Source: an optimization exercise on an open RTL-to-GDS flow (aim: small area). Production flows keep margins and buffers that such runs may drop. In this exercise RTL edits were held to simulation tests only and were not proved equivalent to the original. Power figures rest on the tool's default switching activity, not on a simulated workload.

==> flow/design.v <==
module VectorDiv(
  input          clock,
  input          reset,
  input  [191:0] io_instr,
  input  [17:0]  io_vlmul,
  output [131:0] io_bundles,
  output [5:0]   io_valid,
  output [2:0]   io_strIndex
);
  reg         stateReg;    
  reg [16:0]  slotReg [0:5];
  reg [5:0]   validReg;
  reg         add6Reg;     
  reg         add1Reg;     
  reg         add7Reg;     
  reg [5:2]   addIReg;     
  wire [5:0] isV;
  wire [16:0] rawF [0:5];
  genvar g;
  generate
    for (g = 0; g < 6; g = g + 1) begin : dec
      wire [31:0] in = io_instr[32*g +: 32];
      assign isV[g] = in[6:0] == 7'h57 && in[14:12] == 3'h0 && in[31:26] == 6'h0;
      assign rawF[g] = {1'b1, in[19:15], in[24:20], in[11:7], in[25]};
    end
  endgenerate
  wire [2:0] vl0 = io_vlmul[2:0];
  wire is2 = vl0 == 3'h1;
  wire is4 = vl0 == 3'h2;
  wire is8 = vl0 == 3'h3;
  wire is1 = ~(is2 | is4 | is8);
  wire [5:1] ic;
  generate
    for (g = 1; g < 6; g = g + 1) begin : cx
      assign ic[g] = io_vlmul[3*g+2] == 1'b0 && io_vlmul[3*g +: 2] != 2'b00;
    end
  endgenerate
  wire [5:0] none_;
  assign none_[0] = 1'b1;
  generate
    for (g = 1; g < 6; g = g + 1) begin : nn
      assign none_[g] = none_[g-1] & ~ic[g];
    end
  endgenerate
  wire zeroOff = stateReg & ~is8 & none_[5];
  reg [2:0] nUop;
  reg       ok;
  always @(*) begin
    if (~stateReg) begin
      nUop = is8 ? 3'd6 : is4 ? 3'd4 : is2 ? 3'd2 : 3'd1;
      ok   = 1'b1;
    end else if (zeroOff) begin
      nUop = 3'd1;
      ok   = 1'b1;
    end else begin
      nUop = is8 ? 3'd2 : is4 ? 3'd6 : is2 ? 3'd4 : 3'd3;
      ok   = is8 | (is4 & ic[1]) | (is2 & ~none_[3]) | (is1 & ~none_[4]);
    end
  end
  wire [4:1] useN;
  assign useN[1] = ok & (nUop == 3'd1);
  assign useN[2] = ok & (nUop == 3'd2);
  assign useN[3] = ok & (nUop == 3'd3);
  assign useN[4] = ok & (nUop == 3'd4);
  reg [5:0]  takeS;
  reg [5:0]  nextValid;
  reg [16:0] nextSlot [0:5];
  reg        sel;
  integer i, m;
  always @(*) begin
    for (i = 0; i < 6; i = i + 1) begin
      takeS[i] = 1'b0;
      nextSlot[i] = 17'h0;
      for (m = 0; m < 5; m = m + 1)
        if (i - m >= 1 && i - m <= 4) begin
          sel = useN[i - m] & none_[m + 1];
          takeS[i] = takeS[i] | sel;
          nextSlot[i] = nextSlot[i] | ({17{sel & isV[m + 1]}} & rawF[m + 1]);
        end
      if (~stateReg || i < 2)
        nextSlot[i] = nextSlot[i] | ({17{~takeS[i] & isV[0]}} & rawF[0]);
      else
        nextSlot[i] = nextSlot[i] | ({17{~takeS[i]}} & slotReg[i]);
      nextValid[i] = ok & ((i < nUop) | takeS[i]);
    end
  end
  always @(posedge clock) begin
    if (reset)
      stateReg <= 1'b0;
    else
      stateReg <= ~stateReg & is8;
    for (i = 0; i < 6; i = i + 1)
      slotReg[i] <= nextSlot[i];
    validReg <= nextValid;
    add6Reg <= stateReg & isV[0];
    add1Reg <= ~takeS[1] & isV[0];
    add7Reg <= stateReg & ~takeS[1] & isV[0];
    for (i = 2; i < 6; i = i + 1)
      if (takeS[i])
        addIReg[i] <= 1'b0;
      else if (~stateReg)
        addIReg[i] <= isV[0];
  end
  wire [2:0] addv [0:5];
  assign addv[0] = {add6Reg, add6Reg, 1'b0};
  assign addv[1] = {add7Reg, add7Reg, add1Reg};
  generate
    for (g = 2; g < 6; g = g + 1) begin : av
      assign addv[g] = addIReg[g] ? g : 3'd0;
    end
    for (g = 0; g < 6; g = g + 1) begin : ob
      wire [16:0] s = slotReg[g];
      wire [4:0] a = s[15:11] + addv[g];
      wire [4:0] b = s[10:6] + addv[g];
      wire [4:0] d = s[5:1] + addv[g];
      assign io_bundles[22*g +: 22] = {s[16], a, b, d, s[0], s[5:1]};
    end
  endgenerate
  assign io_valid = validReg;
  assign io_strIndex = ~stateReg ? (is8 ? 3'd0 :
                                    is4 ? (ic[1] ? 3'd1 : ic[2] ? 3'd2 : 3'd3) :
                                    is2 ? (ic[1] ? 3'd1 : ic[2] ? 3'd2 : ic[3] ? 3'd3 : ic[4] ? 3'd4 : 3'd5) :
                                          (ic[1] ? 3'd1 : ic[2] ? 3'd2 : ic[3] ? 3'd3 : ic[4] ? 3'd4 : ic[5] ? 3'd5 : 3'd6))
                                 : (ic[1] ? 3'd1 : ic[2] ? 3'd2 : ic[3] ? 3'd3 : ic[4] ? 3'd4 :
                                    (ic[5] | is8) ? 3'd5 : 3'd6);
endmodule
module VectorDivTop(
  input         clock,
  input         reset,
  input  [31:0] io_instr_0,
  input  [31:0] io_instr_1,
  input  [31:0] io_instr_2,
  input  [31:0] io_instr_3,
  input  [31:0] io_instr_4,
  input  [31:0] io_instr_5,
  input  [2:0]  io_vlmul_0,
  input  [2:0]  io_vlmul_1,
  input  [2:0]  io_vlmul_2,
  input  [2:0]  io_vlmul_3,
  input  [2:0]  io_vlmul_4,
  input  [2:0]  io_vlmul_5,
  output        io_outCtrlSignals_0_vecWen,
  output [4:0]  io_outCtrlSignals_0_lsrc_0,
  output [4:0]  io_outCtrlSignals_0_lsrc_1,
  output [4:0]  io_outCtrlSignals_0_ldest,
  output [5:0]  io_outCtrlSignals_0_imm,
  output        io_valid_0,
  output        io_outCtrlSignals_1_vecWen,
  output [4:0]  io_outCtrlSignals_1_lsrc_0,
  output [4:0]  io_outCtrlSignals_1_lsrc_1,
  output [4:0]  io_outCtrlSignals_1_ldest,
  output [5:0]  io_outCtrlSignals_1_imm,
  output        io_valid_1,
  output        io_outCtrlSignals_2_vecWen,
  output [4:0]  io_outCtrlSignals_2_lsrc_0,
  output [4:0]  io_outCtrlSignals_2_lsrc_1,
  output [4:0]  io_outCtrlSignals_2_ldest,
  output [5:0]  io_outCtrlSignals_2_imm,
  output        io_valid_2,
  output        io_outCtrlSignals_3_vecWen,
  output [4:0]  io_outCtrlSignals_3_lsrc_0,
  output [4:0]  io_outCtrlSignals_3_lsrc_1,
  output [4:0]  io_outCtrlSignals_3_ldest,
  output [5:0]  io_outCtrlSignals_3_imm,
  output        io_valid_3,
  output        io_outCtrlSignals_4_vecWen,
  output [4:0]  io_outCtrlSignals_4_lsrc_0,
  output [4:0]  io_outCtrlSignals_4_lsrc_1,
  output [4:0]  io_outCtrlSignals_4_ldest,
  output [5:0]  io_outCtrlSignals_4_imm,
  output        io_valid_4,
  output        io_outCtrlSignals_5_vecWen,
  output [4:0]  io_outCtrlSignals_5_lsrc_0,
  output [4:0]  io_outCtrlSignals_5_lsrc_1,
  output [4:0]  io_outCtrlSignals_5_ldest,
  output [5:0]  io_outCtrlSignals_5_imm,
  output        io_valid_5,
  output [2:0]  io_strIndex
);
  wire [131:0] bundles;
  wire [5:0]   valids;
  VectorDiv core (
    .clock(clock),
    .reset(reset),
    .io_instr({io_instr_5, io_instr_4, io_instr_3, io_instr_2, io_instr_1, io_instr_0}),
    .io_vlmul({io_vlmul_5, io_vlmul_4, io_vlmul_3, io_vlmul_2, io_vlmul_1, io_vlmul_0}),
    .io_bundles(bundles),
    .io_valid(valids),
    .io_strIndex(io_strIndex)
  );
  assign {io_outCtrlSignals_0_vecWen, io_outCtrlSignals_0_lsrc_0, io_outCtrlSignals_0_lsrc_1,
          io_outCtrlSignals_0_ldest, io_outCtrlSignals_0_imm} = bundles[21:0];
  assign {io_outCtrlSignals_1_vecWen, io_outCtrlSignals_1_lsrc_0, io_outCtrlSignals_1_lsrc_1,
          io_outCtrlSignals_1_ldest, io_outCtrlSignals_1_imm} = bundles[43:22];
  assign {io_outCtrlSignals_2_vecWen, io_outCtrlSignals_2_lsrc_0, io_outCtrlSignals_2_lsrc_1,
          io_outCtrlSignals_2_ldest, io_outCtrlSignals_2_imm} = bundles[65:44];
  assign {io_outCtrlSignals_3_vecWen, io_outCtrlSignals_3_lsrc_0, io_outCtrlSignals_3_lsrc_1,
          io_outCtrlSignals_3_ldest, io_outCtrlSignals_3_imm} = bundles[87:66];
  assign {io_outCtrlSignals_4_vecWen, io_outCtrlSignals_4_lsrc_0, io_outCtrlSignals_4_lsrc_1,
          io_outCtrlSignals_4_ldest, io_outCtrlSignals_4_imm} = bundles[109:88];
  assign {io_outCtrlSignals_5_vecWen, io_outCtrlSignals_5_lsrc_0, io_outCtrlSignals_5_lsrc_1,
          io_outCtrlSignals_5_ldest, io_outCtrlSignals_5_imm} = bundles[131:110];
  assign {io_valid_5, io_valid_4, io_valid_3, io_valid_2, io_valid_1, io_valid_0} = valids;
endmodule
export LEC_CHECK = 0
export CAP_MARGIN = 20
export CORE_AREA = 5 5 195 195
export CTS_BUF_LIST = sky130_fd_sc_hd__clkbuf_8
export CTS_CLUSTER_DIAMETER = 100
export CTS_CLUSTER_SIZE = 30
export DIE_AREA = 0 0 200 200
export SLEW_MARGIN = 20
create_clock -name core_clock -period 6.0 [get_ports {clock}]
standard.sh (not shown) runs the stock make flow with config.mk's settings and CLKGATE_MAP_FILE= SYNTH_SCRIPT=/design/flow/synth_recipe.tcl, a recipe that flattens the netlist after the stock synthesis.
==> flow/flow/run.sh <==
#!/bin/bash
# Standard layout with three changes:
#  - after the standard synthesis, the combinational logic is re-mapped by ABC for area
#    (the flip-flops are kept; the result is checked against the standard netlist and
#    dropped if the check fails);
#  - the port buffers are plain buf_1 cells;
#  - clock tree synthesis adds no dummy loads.
set -euo pipefail
W=$(pwd)
R=$W/orfs/results/$FLOW_PLATFORM/VectorDivTop/base
YOSYS=$FLOW_HOME/../tools/install/yosys/bin/yosys
LIB=$FLOW_HOME/platforms/sky130hd/lib/sky130_fd_sc_hd__tt_025C_1v80.lib
export BUFFER_PORTS_ARGS="-buffer_cell sky130_fd_sc_hd__buf_1"
export CTS_ARGS="-sink_clustering_enable -repair_clock_nets -sink_clustering_size 30 -sink_clustering_max_diameter 100 -buf_list sky130_fd_sc_hd__clkbuf_8 -dont_use_dummy_load"

bash standard.sh synth > make_synth.log 2>&1
cp "$R/1_2_yosys.v" "$W/synth_standard.v"

sub() { sed -e "s#@LIB@#$LIB#g; s#@TOP@#$FLOW_TOP#g; s#@IN@#$W/synth_standard.v#g; s#@OUT@#$W/synth_reopt.v#g; s#@ABC@#$W/flow/reopt.abc#g; s#@GOLD@#$W/synth_standard.v#g; s#@GATE@#$W/synth_reopt.v#g" "$1" > "$2"; }
sub flow/reopt.ys reopt.ys
sub flow/equiv.ys equiv.ys
if "$YOSYS" -s reopt.ys > yosys_reopt.log 2>&1 && "$YOSYS" -s equiv.ys > yosys_equiv.log 2>&1; then
  echo "re-mapped netlist used" > reopt_status.txt
  cp "$W/synth_reopt.v" "$R/1_2_yosys.v"
else
  echo "re-mapped netlist dropped" > reopt_status.txt
fi

bash standard.sh > make_finish.log 2>&1
Other scripts of this flow, unchanged in this note and not shown: flow/flow/equiv.ys, flow/flow/reopt.abc, flow/flow/reopt.ys
Then changed:
--- a/flow/flow/run.sh
+++ b/flow/flow/run.sh
@@ -1,3 +1,3 @@
 #!/bin/bash
-# Standard layout with three changes:
+# Standard layout with two changes:
 #  - after the standard synthesis, the combinational logic is re-mapped by ABC for area
@@ -5,4 +5,3 @@
 #    dropped if the check fails);
-#  - the port buffers are plain buf_1 cells;
-#  - clock tree synthesis adds no dummy loads.
+#  - the port buffers are plain buf_1 cells.
 set -euo pipefail
@@ -13,3 +12,2 @@
 export BUFFER_PORTS_ARGS="-buffer_cell sky130_fd_sc_hd__buf_1"
-export CTS_ARGS="-sink_clustering_enable -repair_clock_nets -sink_clustering_size 30 -sink_clustering_max_diameter 100 -buf_list sky130_fd_sc_hd__clkbuf_8 -dont_use_dummy_load"
 
- CTS_BUF_LIST: sky130_fd_sc_hd__clkbuf_8 -> sky130_fd_sc_hd__clkbuf_4 sky130_fd_sc_hd__clkbuf_8
- CTS_CLUSTER_DIAMETER: 100 -> not set
- CTS_CLUSTER_SIZE: 30 -> not set
What happened:
- combinational power barely changes
- first-iteration DRC count rises by 14%
- total power came out higher by 13%
- via count went up by 1.4%
- worst setup slack improves by 89 ps
- critical path depth does not change
- synthesized area stays the same
- routed wire length goes up by 0.57%
Then changed:
- CTS_BUF_LIST: sky130_fd_sc_hd__clkbuf_4 sky130_fd_sc_hd__clkbuf_8 -> sky130_fd_sc_hd__clkbuf_8
- CTS_CLUSTER_DIAMETER: not set -> 100
- CTS_CLUSTER_SIZE: not set -> 30
Sequential power is about the same. Via count stays flat. Routed wire length hardly moves. Final area stays flat. Critical path depth fell by 8. Clock-buffer cell count falls by 2. Worst hold slack stays flat. Non-clock buffer count is unchanged.

==> what the ideal ports hide <==
No port has a modelled driver above. Below, the same layouts with a new extraction and two added sets of constraints. Step 1: set_driving_cell puts a clkbuf_16 on clock and a buf_2 on each other input, an assumption about the parent block. Step 2 adds t to the input delays and takes it off the output delays; t is the mean of the earliest and latest rising clock arrival at the registers after step 1. Input paths then give back, and output paths get back, about the clock's delay inside the block. Three values: ideal, step 1, step 2; two values: the first two.
run | t (ns) | setup WS [ns] | hold WS [ns] | worst data-port slew with drivers (ns)
the first run | 0.469 | 1.628 / 1.645 / 1.176 | 0.514 / 0.514 / 0.514 | 0.09
the second run | 0.479 | 1.717 / 1.670 / 1.252 | 0.518 / 0.518 / 0.518 | 0.10
the third run | 0.475 | 1.700 / 1.652 / 1.254 | 0.518 / 0.518 / 0.518 | 0.10
After both steps every run listed still meets setup and hold. For the second run, which loses most, drivers alone change the setup slack by -0.047 ns; drivers and shift together by -0.465 ns.
